Source: an optimization exercise on an open RTL-to-GDS flow (aim: small area). Production flows keep margins and buffers that such runs may drop. At most, simulation tests tie the RTL to the original design; equivalence was not proved. Power is estimated from default activity; no workload was simulated.

==> v28: inputs <==
Design conv_layer, start of the top module:
module conv_layer(out, activations, weights, clk, rst);
output [255:0] out;
input [63:0] activations;
input [63:0] weights;
input clk, rst;
reg [63:0] a_r, w_r;
reg [6:0] c;
reg s1, s2, v;
always @(posedge clk) begin
  a_r <= activations;
  w_r <= weights;
  s2 <= s1;
  if (!rst) begin
    c <= 7'd0;
    s1 <= 1'b1;
    v <= 1'b0;
  end else begin
    c <= (c == 7'd107) ? 7'd0 : c + 7'd1;
    s1 <= 1'b0;
    if (c == 7'd107) v <= 1'b1;
  end
end
wire first = (c == 7'd0) | s2;
wire ld_sh = (c == 7'd0);
wire ld_out = (c == 7'd6) & v;
wire [7:0] one [0:3];
wire [7:0] two [0:3];
wire [7:0] neg [0:3];
genvar p, f, j;
generate
for (p = 0; p < 4; p = p + 1) begin : enc
  wire [16:0] ax = {a_r[16*p +: 16], 1'b0};
  for (j = 0; j < 8; j = j + 1) begin : dig
    assign one[p][j] = ax[2*j+1] ^ ax[2*j];
    assign two[p][j] = (ax[2*j+2] & ~ax[2*j+1] & ~ax[2*j]) | (~ax[2*j+2] & ax[2*j+1] & ax[2*j]);
    assign neg[p][j] = ax[2*j+2];
  end
end
for (f = 0; f < 4; f = f + 1) begin : fl
  for (p = 0; p < 4; p = p + 1) begin : px
    cv_lane lane (.clk(clk), .rst(rst), .first(first), .s2(s2), .ld_sh(ld_sh), .ld_out(ld_out),
                  .w(w_r[16*f +: 16]), .one(one[p]), .two(two[p]), .neg(neg[p]),
                  .out(out[16*(4*f+p) +: 16]));
  end
end
endgenerate
endmodule
make LEC_CHECK=0 ABC_AREA=1 CAP_MARGIN=20 CORE_MARGIN=2 CORE_UTILIZATION=55 SLEW_MARGIN=20 finish   # period 7.0 ns
run.sh (not shown) runs the stock make flow with config.mk's settings and CLKGATE_MAP_FILE= SYNTH_SCRIPT=/design/flow/synth_recipe.tcl, a recipe that flattens the netlist after the stock synthesis.
==> v35: changes against v28 <==
Settings changed: CAP_MARGIN 20 to 0, CORE_UTILIZATION 55 to 65, CTS_BUF_LIST set to sky130_fd_sc_hd__clkbuf_4 sky130_fd_sc_hd__clkbuf_8, CTS_CLUSTER_SIZE set to 30, SLEW_MARGIN 20 to 0.
==> results.txt <==
quantity	v28	v35
Clock network fraction of design power	10.8%	10.0%
FF-to-FF Start	w_r[10]	a_r[16]
Met3 layer usage reported by global route	15.2%	19.9%
Portion of total power attributed to sequential cells	16.9%	17.2%
Count of multi-input combinational gates	8,394	8,393
Number of filler instances in the final layout	18.0k	13.2k
Minimum clock period	6.83 ns	6.76 ns
Static Leak	0.0594 uW	0.0592 uW
Share of cell area taken by flip-flops and latches	18.2%	18.4%
Non-Clock Buffer Area Fraction	7.81%	7.62%
Post-detailed-route wirelength per cell	29.6 um	28.6 um
Combinational Power Share	72.3%	72.8%
Power in combinational cells	48,400 uW	48,000 uW
Met2 layer wire length in the routed design	193,000 um	179,000 um
Post-layout power	66,900 uW	65,900 uW
Total placed instance area	127,000 um^2	126,000 um^2
Cell Rows	169	155
Status	finished clean	finished clean
Number of buffers other than clock buffers in the final layout	1,068	1,032
Detailed-router iteration count before antenna repair	25	10
Grt met2 use	61.3%	67.0%
Start point of the critical path	w_r[10]	a_r[16]
Largest net degree at the start of global routing	150	157
Standard cell with the maximum stage delay on the critical path	inv_2	buf_4
Number of antenna violations at the first check in global routing	43	28
No run of this note included a check of the RTL's function; only the layout flow was run.

========
==> 05-24 <==
Another version of the RTL of conv_layer (not shown whole).
clock: 7.0 ns
lec_check: 0
cap_margin: 10
core_margin: 2
core_utilization: 65
cts_buf_list: sky130_fd_sc_hd__clkbuf_8 sky130_fd_sc_hd__clkbuf_16
cts_cluster_diameter: 100
cts_cluster_size: 20
slew_margin: 10
synth_hierarchical: 1
synth_minimum_keep_size: 0
standard.sh (not shown) runs the stock make flow with config.mk's settings and CLKGATE_MAP_FILE= SYNTH_SCRIPT=/design/flow/synth_recipe.tcl, a recipe that flattens the netlist after the stock synthesis.
==> flow/flow/run.sh <==
#!/bin/bash
# Own layout flow: the standard layout (standard.sh: ORFS synthesis through finish),
# with the smallest buffer (buf_1) as the buffer on every input and output port.
set -euo pipefail
cd "$(dirname "$0")/.."
export BUFFER_PORTS_ARGS="-buffer_cell sky130_fd_sc_hd__buf_1"
bash standard.sh > flow_standard.log 2>&1
==> inputs of 10-16, as changes to 05-24 <==
--- a/flow/design.v
+++ b/flow/design.v
@@ -24,21 +24,20 @@
 reg [7:0] one [0:3];   
 reg [7:0] two [0:3];   
 reg [7:0] neg [0:3];   
 reg [6:0] c;
 reg s1, s2, v;
-reg first;   
 reg [23:0] acc [0:15];
 reg [0:0] cr [0:15];
 reg [15:0] sh [0:15];
+wire first = (c == 7'd0) | s2;    
 wire ld_sh = (c == 7'd0);         
 wire ld_out = (c == 7'd6) & v;     
 wire [23:0] kinit = s2 ? 24'd7929856 : 24'd2359296;
 always @(posedge clk) begin
   w_r <= weights;
   s2 <= s1;
-  first <= !rst | (c == 7'd107) | s1;
   if (!rst) begin
     c <= 7'd0;
     s1 <= 1'b1;
     v <= 1'b0;
   end else begin
@@ -826,41 +825,41 @@
   cv_xn up235 (.a(q236), .b(neg[P][7]), .y(p235));
   assign q238 = ~((one[P][7] & w[8]) | (two[P][7] & w[7]));
   cv_xn up237 (.a(q238), .b(neg[P][7]), .y(p237));
   assign q240 = ~((one[P][7] & w[9]) | (two[P][7] & w[8]));
   cv_xn up239 (.a(q240), .b(neg[P][7]), .y(p239));
-  cv_fa us241 (.a(neg[P][0]), .b(accfb[0]), .c(p1), .s(s241), .co(c242));
+  cv_fa us241 (.a(accfb[0]), .b(neg[P][0]), .c(p1), .s(s241), .co(c242));
   cv_fa us243 (.a(accfb[1]), .b(p3), .c(c242), .s(s243), .co(c244));
-  cv_fa us245 (.a(neg[P][1]), .b(accfb[2]), .c(p35), .s(s245), .co(c246));
+  cv_fa us245 (.a(accfb[2]), .b(neg[P][1]), .c(p35), .s(s245), .co(c246));
   cv_fa us247 (.a(p5), .b(s245), .c(c244), .s(s247), .co(c248));
   cv_fa us249 (.a(accfb[3]), .b(p37), .c(p7), .s(s249), .co(c250));
   cv_fa us251 (.a(c246), .b(s249), .c(c248), .s(s251), .co(c252));
-  cv_fa us253 (.a(neg[P][2]), .b(accfb[4]), .c(p39), .s(s253), .co(c254));
+  cv_fa us253 (.a(accfb[4]), .b(neg[P][2]), .c(p39), .s(s253), .co(c254));
   cv_fa us255 (.a(p69), .b(p9), .c(s253), .s(s255), .co(c256));
   cv_fa us257 (.a(c250), .b(s255), .c(c252), .s(s257), .co(c258));
   cv_fa us259 (.a(accfb[5]), .b(p11), .c(p41), .s(s259), .co(c260));
   cv_fa us261 (.a(p71), .b(c254), .c(s259), .s(s261), .co(c262));
   cv_ha us263 (.a(c256), .b(s261), .s(s263), .co(c264));
-  cv_fa us265 (.a(neg[P][3]), .b(accfb[6]), .c(p103), .s(s265), .co(c266));
+  cv_fa us265 (.a(accfb[6]), .b(neg[P][3]), .c(p103), .s(s265), .co(c266));
   cv_fa us267 (.a(p13), .b(p43), .c(p73), .s(s267), .co(c268));
   cv_fa us269 (.a(s265), .b(c260), .c(s267), .s(s269), .co(c270));
   cv_fa us271 (.a(c262), .b(s269), .c(c264), .s(s271), .co(c272));
   cv_fa us273 (.a(accfb[7]), .b(p105), .c(p15), .s(s273), .co(c274));
   cv_fa us275 (.a(p45), .b(p75), .c(c266), .s(s275), .co(c276));
   cv_fa us277 (.a(c268), .b(s273), .c(s275), .s(s277), .co(c278));
   cv_fa us279 (.a(c270), .b(s277), .c(c272), .s(s279), .co(c280));
-  cv_fa us281 (.a(neg[P][4]), .b(accfb[8]), .c(p107), .s(s281), .co(c282));
+  cv_fa us281 (.a(accfb[8]), .b(neg[P][4]), .c(p107), .s(s281), .co(c282));
   cv_fa us283 (.a(p137), .b(p17), .c(p47), .s(s283), .co(c284));
   cv_fa us285 (.a(p77), .b(s281), .c(c274), .s(s285), .co(c286));
   cv_fa us287 (.a(s283), .b(c276), .c(s285), .s(s287), .co(c288));
   cv_fa us289 (.a(c278), .b(s287), .c(c280), .s(s289), .co(c290));
   cv_fa us291 (.a(accfb[9]), .b(p109), .c(p139), .s(s291), .co(c292));
   cv_fa us293 (.a(p19), .b(p49), .c(p79), .s(s293), .co(c294));
   cv_fa us295 (.a(c282), .b(c284), .c(s291), .s(s295), .co(c296));
   cv_fa us297 (.a(s293), .b(c286), .c(s295), .s(s297), .co(c298));
   cv_fa us299 (.a(c288), .b(s297), .c(c290), .s(s299), .co(c300));
-  cv_fa us301 (.a(neg[P][5]), .b(accfb[10]), .c(p111), .s(s301), .co(c302));
+  cv_fa us301 (.a(accfb[10]), .b(neg[P][5]), .c(p111), .s(s301), .co(c302));
   cv_fa us303 (.a(p141), .b(p169), .c(p21), .s(s303), .co(c304));
   cv_fa us305 (.a(p51), .b(p81), .c(s301), .s(s305), .co(c306));
   cv_fa us307 (.a(c292), .b(c294), .c(s303), .s(s307), .co(c308));
   cv_fa us309 (.a(s305), .b(c296), .c(s307), .s(s309), .co(c310));
   cv_ha us311 (.a(c298), .b(s309), .s(s311), .co(c312));
@@ -868,11 +867,11 @@
   cv_fa us315 (.a(p171), .b(p23), .c(p53), .s(s315), .co(c316));
   cv_fa us317 (.a(p83), .b(c302), .c(c304), .s(s317), .co(c318));
   cv_fa us319 (.a(s313), .b(s315), .c(c306), .s(s319), .co(c320));
   cv_fa us321 (.a(s317), .b(c308), .c(s319), .s(s321), .co(c322));
   cv_fa us323 (.a(c310), .b(c312), .c(s321), .s(s323), .co(c324));
-  cv_fa us325 (.a(neg[P][6]), .b(accfb[12]), .c(p115), .s(s325), .co(c326));
+  cv_fa us325 (.a(accfb[12]), .b(neg[P][6]), .c(p115), .s(s325), .co(c326));
   cv_fa us327 (.a(p145), .b(p173), .c(p197), .s(s327), .co(c328));
   cv_fa us329 (.a(p25), .b(p55), .c(p85), .s(s329), .co(c330));
   cv_fa us331 (.a(s325), .b(c314), .c(c316), .s(s331), .co(c332));
   cv_fa us333 (.a(s327), .b(s329), .c(c318), .s(s333), .co(c334));
   cv_fa us335 (.a(s331), .b(c320), .c(s333), .s(s335), .co(c336));
@@ -882,11 +881,11 @@
   cv_fa us343 (.a(p57), .b(p87), .c(c326), .s(s343), .co(c344));
   cv_fa us345 (.a(c328), .b(c330), .c(s339), .s(s345), .co(c346));
   cv_fa us347 (.a(s341), .b(s343), .c(c332), .s(s347), .co(c348));
   cv_fa us349 (.a(s345), .b(c334), .c(s347), .s(s349), .co(c350));
   cv_fa us351 (.a(c336), .b(s349), .c(c338), .s(s351), .co(c352));
-  cv_fa us353 (.a(neg[P][7]), .b(accfb[14]), .c(p119), .s(s353), .co(c354));
+  cv_fa us353 (.a(accfb[14]), .b(neg[P][7]), .c(p119), .s(s353), .co(c354));
   cv_fa us355 (.a(p149), .b(p177), .c(p201), .s(s355), .co(c356));
   cv_fa us357 (.a(p221), .b(p29), .c(p59), .s(s357), .co(c358));
   cv_fa us359 (.a(p89), .b(s353), .c(c340), .s(s359), .co(c360));
   cv_fa us361 (.a(c342), .b(s355), .c(s357), .s(s361), .co(c362));
   cv_fa us363 (.a(c344), .b(c346), .c(s359), .s(s363), .co(c364));
==> inputs of 04-27, as changes to 05-24 <==
--- a/flow/design.v
+++ b/flow/design.v
@@ -24,21 +24,20 @@
 reg [7:0] one [0:3];   
 reg [7:0] two [0:3];   
 reg [7:0] neg [0:3];   
 reg [6:0] c;
 reg s1, s2, v;
-reg first;   
 reg [23:0] acc [0:15];
 reg [0:0] cr [0:15];
 reg [15:0] sh [0:15];
+wire first = (c == 7'd0) | s2;    
 wire ld_sh = (c == 7'd0);         
 wire ld_out = (c == 7'd6) & v;     
 wire [23:0] kinit = s2 ? 24'd7929856 : 24'd2359296;
 always @(posedge clk) begin
   w_r <= weights;
   s2 <= s1;
-  first <= !rst | (c == 7'd107) | s1;
   if (!rst) begin
     c <= 7'd0;
     s1 <= 1'b1;
     v <= 1'b0;
   end else begin
@@ -826,41 +825,41 @@
   cv_xn up235 (.a(q236), .b(neg[P][7]), .y(p235));
   assign q238 = ~((one[P][7] & w[8]) | (two[P][7] & w[7]));
   cv_xn up237 (.a(q238), .b(neg[P][7]), .y(p237));
   assign q240 = ~((one[P][7] & w[9]) | (two[P][7] & w[8]));
   cv_xn up239 (.a(q240), .b(neg[P][7]), .y(p239));
-  cv_fa us241 (.a(neg[P][0]), .b(accfb[0]), .c(p1), .s(s241), .co(c242));
+  cv_fa us241 (.a(accfb[0]), .b(neg[P][0]), .c(p1), .s(s241), .co(c242));
   cv_fa us243 (.a(accfb[1]), .b(p3), .c(c242), .s(s243), .co(c244));
-  cv_fa us245 (.a(neg[P][1]), .b(accfb[2]), .c(p35), .s(s245), .co(c246));
+  cv_fa us245 (.a(accfb[2]), .b(neg[P][1]), .c(p35), .s(s245), .co(c246));
   cv_fa us247 (.a(p5), .b(s245), .c(c244), .s(s247), .co(c248));
   cv_fa us249 (.a(accfb[3]), .b(p37), .c(p7), .s(s249), .co(c250));
   cv_fa us251 (.a(c246), .b(s249), .c(c248), .s(s251), .co(c252));
-  cv_fa us253 (.a(neg[P][2]), .b(accfb[4]), .c(p39), .s(s253), .co(c254));
+  cv_fa us253 (.a(accfb[4]), .b(neg[P][2]), .c(p39), .s(s253), .co(c254));
   cv_fa us255 (.a(p69), .b(p9), .c(s253), .s(s255), .co(c256));
   cv_fa us257 (.a(c250), .b(s255), .c(c252), .s(s257), .co(c258));
   cv_fa us259 (.a(accfb[5]), .b(p11), .c(p41), .s(s259), .co(c260));
   cv_fa us261 (.a(p71), .b(c254), .c(s259), .s(s261), .co(c262));
   cv_ha us263 (.a(c256), .b(s261), .s(s263), .co(c264));
-  cv_fa us265 (.a(neg[P][3]), .b(accfb[6]), .c(p103), .s(s265), .co(c266));
+  cv_fa us265 (.a(accfb[6]), .b(neg[P][3]), .c(p103), .s(s265), .co(c266));
   cv_fa us267 (.a(p13), .b(p43), .c(p73), .s(s267), .co(c268));
   cv_fa us269 (.a(s265), .b(c260), .c(s267), .s(s269), .co(c270));
   cv_fa us271 (.a(c262), .b(s269), .c(c264), .s(s271), .co(c272));
   cv_fa us273 (.a(accfb[7]), .b(p105), .c(p15), .s(s273), .co(c274));
   cv_fa us275 (.a(p45), .b(p75), .c(c266), .s(s275), .co(c276));
   cv_fa us277 (.a(c268), .b(s273), .c(s275), .s(s277), .co(c278));
   cv_fa us279 (.a(c270), .b(s277), .c(c272), .s(s279), .co(c280));
-  cv_fa us281 (.a(neg[P][4]), .b(accfb[8]), .c(p107), .s(s281), .co(c282));
+  cv_fa us281 (.a(accfb[8]), .b(neg[P][4]), .c(p107), .s(s281), .co(c282));
   cv_fa us283 (.a(p137), .b(p17), .c(p47), .s(s283), .co(c284));
   cv_fa us285 (.a(p77), .b(s281), .c(c274), .s(s285), .co(c286));
   cv_fa us287 (.a(s283), .b(c276), .c(s285), .s(s287), .co(c288));
   cv_fa us289 (.a(c278), .b(s287), .c(c280), .s(s289), .co(c290));
   cv_fa us291 (.a(accfb[9]), .b(p109), .c(p139), .s(s291), .co(c292));
   cv_fa us293 (.a(p19), .b(p49), .c(p79), .s(s293), .co(c294));
   cv_fa us295 (.a(c282), .b(c284), .c(s291), .s(s295), .co(c296));
   cv_fa us297 (.a(s293), .b(c286), .c(s295), .s(s297), .co(c298));
   cv_fa us299 (.a(c288), .b(s297), .c(c290), .s(s299), .co(c300));
-  cv_fa us301 (.a(neg[P][5]), .b(accfb[10]), .c(p111), .s(s301), .co(c302));
+  cv_fa us301 (.a(accfb[10]), .b(neg[P][5]), .c(p111), .s(s301), .co(c302));
   cv_fa us303 (.a(p141), .b(p169), .c(p21), .s(s303), .co(c304));
   cv_fa us305 (.a(p51), .b(p81), .c(s301), .s(s305), .co(c306));
   cv_fa us307 (.a(c292), .b(c294), .c(s303), .s(s307), .co(c308));
   cv_fa us309 (.a(s305), .b(c296), .c(s307), .s(s309), .co(c310));
   cv_ha us311 (.a(c298), .b(s309), .s(s311), .co(c312));
@@ -868,11 +867,11 @@
   cv_fa us315 (.a(p171), .b(p23), .c(p53), .s(s315), .co(c316));
   cv_fa us317 (.a(p83), .b(c302), .c(c304), .s(s317), .co(c318));
   cv_fa us319 (.a(s313), .b(s315), .c(c306), .s(s319), .co(c320));
   cv_fa us321 (.a(s317), .b(c308), .c(s319), .s(s321), .co(c322));
   cv_fa us323 (.a(c310), .b(c312), .c(s321), .s(s323), .co(c324));
-  cv_fa us325 (.a(neg[P][6]), .b(accfb[12]), .c(p115), .s(s325), .co(c326));
+  cv_fa us325 (.a(accfb[12]), .b(neg[P][6]), .c(p115), .s(s325), .co(c326));
   cv_fa us327 (.a(p145), .b(p173), .c(p197), .s(s327), .co(c328));
   cv_fa us329 (.a(p25), .b(p55), .c(p85), .s(s329), .co(c330));
   cv_fa us331 (.a(s325), .b(c314), .c(c316), .s(s331), .co(c332));
   cv_fa us333 (.a(s327), .b(s329), .c(c318), .s(s333), .co(c334));
   cv_fa us335 (.a(s331), .b(c320), .c(s333), .s(s335), .co(c336));
@@ -882,11 +881,11 @@
   cv_fa us343 (.a(p57), .b(p87), .c(c326), .s(s343), .co(c344));
   cv_fa us345 (.a(c328), .b(c330), .c(s339), .s(s345), .co(c346));
   cv_fa us347 (.a(s341), .b(s343), .c(c332), .s(s347), .co(c348));
   cv_fa us349 (.a(s345), .b(c334), .c(s347), .s(s349), .co(c350));
   cv_fa us351 (.a(c336), .b(s349), .c(c338), .s(s351), .co(c352));
-  cv_fa us353 (.a(neg[P][7]), .b(accfb[14]), .c(p119), .s(s353), .co(c354));
+  cv_fa us353 (.a(accfb[14]), .b(neg[P][7]), .c(p119), .s(s353), .co(c354));
   cv_fa us355 (.a(p149), .b(p177), .c(p201), .s(s355), .co(c356));
   cv_fa us357 (.a(p221), .b(p29), .c(p59), .s(s357), .co(c358));
   cv_fa us359 (.a(p89), .b(s353), .c(c340), .s(s359), .co(c360));
   cv_fa us361 (.a(c342), .b(s355), .c(s357), .s(s361), .co(c362));
   cv_fa us363 (.a(c344), .b(c346), .c(s359), .s(s363), .co(c364));
@@ -995,10 +994,11 @@
   wire [15:0] full = {rs15, rs13, rs11, rs9, rs7, rs5, rs3, rs1, acc[i][15], acc[i][14], acc[i][13], acc[i][12], acc[i][11], acc[i][10], acc[i][9], acc[i][8]};
   always @(posedge clk) begin
     acc[i] <= sum;
     cr[i] <= cout;
     if (ld_sh) sh[i] <= full;
-    if (ld_out | ~rst) out[16*i +: 16] <= sh[i] & {16{rst}};
+    if (!rst) out[16*i +: 16] <= 16'd0;
+    else if (ld_out) out[16*i +: 16] <= sh[i];
   end
 end
 endgenerate
 endmodule
==> inputs of 10-09, as changes to 05-24 <==
--- a/flow/design.v
+++ b/flow/design.v
@@ -24,21 +24,20 @@
 reg [7:0] one [0:3];   
 reg [7:0] two [0:3];   
 reg [7:0] neg [0:3];   
 reg [6:0] c;
 reg s1, s2, v;
-reg first;   
 reg [23:0] acc [0:15];
 reg [0:0] cr [0:15];
 reg [15:0] sh [0:15];
+wire first = (c == 7'd0) | s2;    
 wire ld_sh = (c == 7'd0);         
 wire ld_out = (c == 7'd6) & v;     
 wire [23:0] kinit = s2 ? 24'd7929856 : 24'd2359296;
 always @(posedge clk) begin
   w_r <= weights;
   s2 <= s1;
-  first <= !rst | (c == 7'd107) | s1;
   if (!rst) begin
     c <= 7'd0;
     s1 <= 1'b1;
     v <= 1'b0;
   end else begin
@@ -826,41 +825,41 @@
   cv_xn up235 (.a(q236), .b(neg[P][7]), .y(p235));
   assign q238 = ~((one[P][7] & w[8]) | (two[P][7] & w[7]));
   cv_xn up237 (.a(q238), .b(neg[P][7]), .y(p237));
   assign q240 = ~((one[P][7] & w[9]) | (two[P][7] & w[8]));
   cv_xn up239 (.a(q240), .b(neg[P][7]), .y(p239));
-  cv_fa us241 (.a(neg[P][0]), .b(accfb[0]), .c(p1), .s(s241), .co(c242));
+  cv_fa us241 (.a(accfb[0]), .b(neg[P][0]), .c(p1), .s(s241), .co(c242));
   cv_fa us243 (.a(accfb[1]), .b(p3), .c(c242), .s(s243), .co(c244));
-  cv_fa us245 (.a(neg[P][1]), .b(accfb[2]), .c(p35), .s(s245), .co(c246));
+  cv_fa us245 (.a(accfb[2]), .b(neg[P][1]), .c(p35), .s(s245), .co(c246));
   cv_fa us247 (.a(p5), .b(s245), .c(c244), .s(s247), .co(c248));
   cv_fa us249 (.a(accfb[3]), .b(p37), .c(p7), .s(s249), .co(c250));
   cv_fa us251 (.a(c246), .b(s249), .c(c248), .s(s251), .co(c252));
-  cv_fa us253 (.a(neg[P][2]), .b(accfb[4]), .c(p39), .s(s253), .co(c254));
+  cv_fa us253 (.a(accfb[4]), .b(neg[P][2]), .c(p39), .s(s253), .co(c254));
   cv_fa us255 (.a(p69), .b(p9), .c(s253), .s(s255), .co(c256));
   cv_fa us257 (.a(c250), .b(s255), .c(c252), .s(s257), .co(c258));
   cv_fa us259 (.a(accfb[5]), .b(p11), .c(p41), .s(s259), .co(c260));
   cv_fa us261 (.a(p71), .b(c254), .c(s259), .s(s261), .co(c262));
   cv_ha us263 (.a(c256), .b(s261), .s(s263), .co(c264));
-  cv_fa us265 (.a(neg[P][3]), .b(accfb[6]), .c(p103), .s(s265), .co(c266));
+  cv_fa us265 (.a(accfb[6]), .b(neg[P][3]), .c(p103), .s(s265), .co(c266));
   cv_fa us267 (.a(p13), .b(p43), .c(p73), .s(s267), .co(c268));
   cv_fa us269 (.a(s265), .b(c260), .c(s267), .s(s269), .co(c270));
   cv_fa us271 (.a(c262), .b(s269), .c(c264), .s(s271), .co(c272));
   cv_fa us273 (.a(accfb[7]), .b(p105), .c(p15), .s(s273), .co(c274));
   cv_fa us275 (.a(p45), .b(p75), .c(c266), .s(s275), .co(c276));
   cv_fa us277 (.a(c268), .b(s273), .c(s275), .s(s277), .co(c278));
   cv_fa us279 (.a(c270), .b(s277), .c(c272), .s(s279), .co(c280));
-  cv_fa us281 (.a(neg[P][4]), .b(accfb[8]), .c(p107), .s(s281), .co(c282));
+  cv_fa us281 (.a(accfb[8]), .b(neg[P][4]), .c(p107), .s(s281), .co(c282));
   cv_fa us283 (.a(p137), .b(p17), .c(p47), .s(s283), .co(c284));
   cv_fa us285 (.a(p77), .b(s281), .c(c274), .s(s285), .co(c286));
   cv_fa us287 (.a(s283), .b(c276), .c(s285), .s(s287), .co(c288));
   cv_fa us289 (.a(c278), .b(s287), .c(c280), .s(s289), .co(c290));
   cv_fa us291 (.a(accfb[9]), .b(p109), .c(p139), .s(s291), .co(c292));
   cv_fa us293 (.a(p19), .b(p49), .c(p79), .s(s293), .co(c294));
   cv_fa us295 (.a(c282), .b(c284), .c(s291), .s(s295), .co(c296));
   cv_fa us297 (.a(s293), .b(c286), .c(s295), .s(s297), .co(c298));
   cv_fa us299 (.a(c288), .b(s297), .c(c290), .s(s299), .co(c300));
-  cv_fa us301 (.a(neg[P][5]), .b(accfb[10]), .c(p111), .s(s301), .co(c302));
+  cv_fa us301 (.a(accfb[10]), .b(neg[P][5]), .c(p111), .s(s301), .co(c302));
   cv_fa us303 (.a(p141), .b(p169), .c(p21), .s(s303), .co(c304));
   cv_fa us305 (.a(p51), .b(p81), .c(s301), .s(s305), .co(c306));
   cv_fa us307 (.a(c292), .b(c294), .c(s303), .s(s307), .co(c308));
   cv_fa us309 (.a(s305), .b(c296), .c(s307), .s(s309), .co(c310));
   cv_ha us311 (.a(c298), .b(s309), .s(s311), .co(c312));
@@ -868,11 +867,11 @@
   cv_fa us315 (.a(p171), .b(p23), .c(p53), .s(s315), .co(c316));
   cv_fa us317 (.a(p83), .b(c302), .c(c304), .s(s317), .co(c318));
   cv_fa us319 (.a(s313), .b(s315), .c(c306), .s(s319), .co(c320));
   cv_fa us321 (.a(s317), .b(c308), .c(s319), .s(s321), .co(c322));
   cv_fa us323 (.a(c310), .b(c312), .c(s321), .s(s323), .co(c324));
-  cv_fa us325 (.a(neg[P][6]), .b(accfb[12]), .c(p115), .s(s325), .co(c326));
+  cv_fa us325 (.a(accfb[12]), .b(neg[P][6]), .c(p115), .s(s325), .co(c326));
   cv_fa us327 (.a(p145), .b(p173), .c(p197), .s(s327), .co(c328));
   cv_fa us329 (.a(p25), .b(p55), .c(p85), .s(s329), .co(c330));
   cv_fa us331 (.a(s325), .b(c314), .c(c316), .s(s331), .co(c332));
   cv_fa us333 (.a(s327), .b(s329), .c(c318), .s(s333), .co(c334));
   cv_fa us335 (.a(s331), .b(c320), .c(s333), .s(s335), .co(c336));
@@ -882,11 +881,11 @@
   cv_fa us343 (.a(p57), .b(p87), .c(c326), .s(s343), .co(c344));
   cv_fa us345 (.a(c328), .b(c330), .c(s339), .s(s345), .co(c346));
   cv_fa us347 (.a(s341), .b(s343), .c(c332), .s(s347), .co(c348));
   cv_fa us349 (.a(s345), .b(c334), .c(s347), .s(s349), .co(c350));
   cv_fa us351 (.a(c336), .b(s349), .c(c338), .s(s351), .co(c352));
-  cv_fa us353 (.a(neg[P][7]), .b(accfb[14]), .c(p119), .s(s353), .co(c354));
+  cv_fa us353 (.a(accfb[14]), .b(neg[P][7]), .c(p119), .s(s353), .co(c354));
   cv_fa us355 (.a(p149), .b(p177), .c(p201), .s(s355), .co(c356));
   cv_fa us357 (.a(p221), .b(p29), .c(p59), .s(s357), .co(c358));
   cv_fa us359 (.a(p89), .b(s353), .c(c340), .s(s359), .co(c360));
   cv_fa us361 (.a(c342), .b(s355), .c(s357), .s(s361), .co(c362));
   cv_fa us363 (.a(c344), .b(c346), .c(s359), .s(s363), .co(c364));
- CORE_UTILIZATION: 65 -> 70
- CTS_BUF_LIST: sky130_fd_sc_hd__clkbuf_8 sky130_fd_sc_hd__clkbuf_16 -> sky130_fd_sc_hd__clkbuf_4 sky130_fd_sc_hd__clkbuf_8
- CTS_CLUSTER_DIAMETER: 100 -> 60
- CTS_CLUSTER_SIZE: 20 -> 12
==> comparison table <==
Met3 GRT Util: 04-27 13.6%; 10-16 21.5%; 10-09 25.2%; 05-24 20.5%
Register area share after synthesis: 04-27 21.8%; 10-16 24.3%; 10-09 24.3%; 05-24 24.3%
Switching fraction of total power: 04-27 45.7%; 10-16 46.4%; 10-09 46.2%; 05-24 46.3%
Initial DRC count: 04-27 10,700; 10-16 12,600; 10-09 13,700; 05-24 13,000
Die Span Y: 04-27 417 um; 10-16 416 um; 10-09 401 um; 05-24 416 um
Data arrival at the endpoint of the critical path: 04-27 7.42 ns; 10-16 7.45 ns; 10-09 7.68 ns; 05-24 7.33 ns
Result of the run: 04-27 complete, no violations; 10-16 complete, no violations; 10-09 complete, no violations; 05-24 complete, no violations
Wire length of the first global-routing pass: 04-27 557,000 um; 10-16 573,000 um; 10-09 573,000 um; 05-24 574,000 um
Met2 track utilization from global routing: 04-27 62.4%; 10-16 57.8%; 10-09 62.1%; 05-24 58.0%
Most used routing layer: 04-27 met2; 10-16 met1; 10-09 met1; 05-24 met1
Final clock-cell share: 04-27 1.81%; 10-16 1.85%; 10-09 2.53%; 05-24 1.82%
Worst hold-check slack: 04-27 0.331 ns; 10-16 0.328 ns; 10-09 0.329 ns; 05-24 0.347 ns
Final worst setup slack: 04-27 0.206 ns; 10-16 0.176 ns; 10-09 0.129 ns; 05-24 0.302 ns
XOR/XNOR share of the synthesized area: 04-27 15.5%; 10-16 15.6%; 10-09 15.6%; 05-24 15.6%
Internal: 04-27 33.2 mW; 10-16 34.8 mW; 10-09 35.2 mW; 05-24 34.2 mW
Routability congestion estimate from global placement: 04-27 0.985; 10-16 0.997; 10-09 1.01; 05-24 0.997
Share of cell area taken by muxes after synthesis: 04-27 2.31%; 10-16 0%; 10-09 0%; 05-24 0%
Synth-to-Final Area Change: 04-27 8.24%; 10-16 8.47%; 10-09 8.93%; 05-24 8.36%
Number of standard cells in the layout, taps in and fillers out: 04-27 12,000; 10-16 11,400; 10-09 11,400; 05-24 11,500
Destination of the worst register-to-register timing path: 04-27 acc[15][15]; 10-16 acc[13][23]; 10-09 acc[9][23]; 05-24 acc[3][23]
Area of combinational cells with multiple inputs: 04-27 82,800 sq um; 10-16 80,000 sq um; 10-09 80,000 sq um; 05-24 79,800 sq um
WP buf/inv: 04-27 4; 10-16 1; 10-09 3; 05-24 1
Area of the core region: 04-27 169,000 sq um; 10-16 169,000 sq um; 10-09 156,000 sq um; 05-24 169,000 sq um
Number of flip-flops and latches in the synthesized netlist: 04-27 1,082; 10-16 1,082; 10-09 1,082; 05-24 1,083
Met3 Routed Length: 04-27 49,600 um; 10-16 68,500 um; 10-09 72,700 um; 05-24 66,900 um
Only the layout flow was run in 05-24, 10-16 and 10-09; the RTL was not checked for function there.

-- port drivers added, routing unchanged --
No port has a modelled driver above. Below, the same layouts with a new extraction and two added sets of constraints. Step 1 sets driving cells, clkbuf_16 on the clock port and buf_2 on the other inputs (assumed; they add their load-dependent delay and slew). Step 2 adds t to the input delays and takes it off the output delays; t is the mean of the earliest and latest rising clock arrival at the registers after step 1. Input paths then give back, and output paths get back, about the clock's delay inside the block. a / b / c = ideal / step 1 / step 2; a / b = the first two.
| run | shift t [ns] | setup WS [ns] | worst setup path after step 2 | worst data-port slew with drivers (ns) | pins driven straight from the clock port |
|---|---|---|---|---|---|
| v28 | 0.910 | 0.174 / 0.174 / 0.174 | register to register | 0.10 | 1 |
| v35 | 1.115 | 0.242 / 0.242 / 0.242 | register to register | 0.10 | 1 |
| 05-24 | 0.836 | 0.302 / 0.302 / 0.302 | register to register | 0.12 | 1 |
| 10-16 | 0.847 | 0.176 / 0.176 / 0.176 | register to register | 0.15 | 1 |
| 04-27 | 0.832 | 0.206 / 0.206 / 0.206 | register to register | 0.11 | 1 |
| 10-09 | 1.017 | 0.129 / 0.129 / 0.129 | register to register | 0.16 | 1 |
After both steps setup and hold are still met in every run listed.
